This is an optimization exercise on Yosys and OpenROAD, whose aim is small area, a short achievable clock period and few clock cycles, not a production implementation.
In this exercise RTL edits were held to simulation tests only and were not proved equivalent to the original.
Power and IR drop assume default switching activity.

== job 2909 ==
Design CPU_RV32I, start of the top module:
module CPU_RV32I (
    input  logic        clk,
    input  logic        reset,
    input  logic [31:0] instrCode,
    output logic [31:0] instrMemAddr,
    output logic        busWe,
    output logic [31:0] busAddr,
    output logic [31:0] busWData,
    input  logic [31:0] busRData,
    output logic        transfer,
    input  logic        ready
);
clock: 10.0 ns
lec_check: 0
cap_margin: 20
core_margin: 2
core_utilization: 45
cts_cluster_diameter: 150
cts_cluster_size: 20
place_density: 0.6
slew_margin: 20
standard.sh (not shown) runs the stock make flow with config.mk's settings and CLKGATE_MAP_FILE= SYNTH_SCRIPT=/design/flow/synth_recipe.tcl, a recipe that flattens the netlist after the stock synthesis.
==> flow/flow/run.sh <==
#!/bin/bash
set -euo pipefail
bash standard.sh SETUP_SLACK_MARGIN=5.5 finish > flow_make.log 2>&1
Job 2909 completed; timing, DRC and antenna clean
Testbench counts of job 2909, summed over its fixed seeds: cycles 27,384.
### job 2909 -> job 4580
# job 2909
export LEC_CHECK = 0
export CAP_MARGIN = 20
export CORE_MARGIN = 2
export CORE_UTILIZATION = 45
export CTS_CLUSTER_DIAMETER = 150
export CTS_CLUSTER_SIZE = 20
export PLACE_DENSITY = 0.6
export SLEW_MARGIN = 20
create_clock -name core_clock -period 10.0 [get_ports {clk}]
# job 4580
export LEC_CHECK = 0
export CAP_MARGIN = 20
export CORE_MARGIN = 2
export CORE_UTILIZATION = 45
export CTS_CLUSTER_DIAMETER = 150
export CTS_CLUSTER_SIZE = 20
export PLACE_DENSITY = 0.7
export SLEW_MARGIN = 20
create_clock -name core_clock -period 10.0 [get_ports {clk}]
==> flow/flow/run.sh <==
#!/bin/bash
set -euo pipefail
bash standard.sh SETUP_SLACK_MARGIN=5.5 "BUFFER_PORTS_ARGS=-buffer_cell sky130_fd_sc_hd__buf_2" finish > flow_make.log 2>&1
Min share of the cycle needed by the critical path after routing across job 4580 and job 2909: job 2909. Diff job 4580..job 2909 | synthesized cell count | negligible. Register share of the cell area sits higher in job 4580 than in job 2909. When the final numbers for job 4580 and job 2909 were put side by side, the normalized max-slew margin turned out to be smaller in job 2909. The critical path's slowest cell comes out sky130_fd_sc_hd__nor2_4 in one run and sky130_fd_sc_hd__or3_4 in the other, namely in job 4580 and job 2909 respectively.
The inputs of job 3761 differ from those of job 4580 as listed below.
# job 4580
export LEC_CHECK = 0
export CAP_MARGIN = 20
export CORE_MARGIN = 2
export CORE_UTILIZATION = 45
export CTS_CLUSTER_DIAMETER = 150
export CTS_CLUSTER_SIZE = 20
export PLACE_DENSITY = 0.7
export SLEW_MARGIN = 20
create_clock -name core_clock -period 10.0 [get_ports {clk}]
# job 3761
export LEC_CHECK = 0
export CAP_MARGIN = 20
export CORE_MARGIN = 2
export CORE_UTILIZATION = 45
export CTS_CLUSTER_DIAMETER = 150
export CTS_CLUSTER_SIZE = 20
export PLACE_DENSITY = 0.6
export SETUP_SLACK_MARGIN = 5
export SLEW_MARGIN = 20
create_clock -name core_clock -period 10.0 [get_ports {clk}]
==> flow/run.sh (new file) <==
#!/bin/bash
# synth_recipe.tcl (not shown) runs the flow's synth.tcl, then flattens the netlist and writes it again
# the make line also repeats each setting of config.mk as NAME=value (left out here)
make -C /OpenROAD-flow-scripts/flow DESIGN_CONFIG=/design/flow/config.mk WORK_HOME=/design/flow/orfs CLKGATE_MAP_FILE= SYNTH_SCRIPT=/design/flow/synth_recipe.tcl finish
removed: flow/flow/run.sh
removed: flow/standard.sh
### Flow results
Result: PASS for each of job 3761 and job 4580
| fmax | lower: job 3761 |
Comparing required time at the worst-slack endpoint for job 3761 and job 4580, the smaller number came from job 3761.
From job 4580 to job 3761 the numbers moved as follows: clock latency on the worst-skew pair has remained practically unchanged, worst reg-to-reg path cell count +4, number of buffer and inverter stages on the critical path now sits higher, worst-case hold slack shrank by 24 ps.
Delta (job 3761 minus job 4580): summed area of non-filler cells in the final layout went up by 0.34%, placed instance count moved up, overall power of the completed layout lower, number of nets in the finished design stayed essentially flat.

==> separate check: timing with driven ports <==
Ports are ideal in the flow. The routed layouts listed here were re-timed in OpenROAD. Step 1 (the two cells are an assumption about what drives the block):
set clk [get_ports {clk}]
set_driving_cell -lib_cell sky130_fd_sc_hd__clkbuf_16 $clk
set_driving_cell -lib_cell sky130_fd_sc_hd__buf_2 [delete_from_list [all_inputs] $clk]
Step 2 adds t to the input delays and takes it off the output delays; t is the mean of the earliest and latest rising clock arrival at the registers after step 1. Input paths then give back, and output paths get back, about the clock's delay inside the block. Three values: no drivers, after step 1, after step 2; two values: the first two.
run	t (ns)	setup slack, ns	worst setup path at the end	clock arrival spread, ns	cell pins on the clock port's net
job 2909	0.809	5.261 / 5.327 / 4.517	input to register	0.069 / 0.069	1
job 4580	0.800	5.232 / 5.254 / 4.454	input to register	0.059 / 0.059	1
job 3761	0.800	4.807 / 4.858 / 4.058	input to register	0.036 / 0.036	1
After both steps setup and hold are still met in every run listed. For job 4580, which loses most, drivers alone change the setup slack by +0.022 ns; drivers and shift together by -0.778 ns.
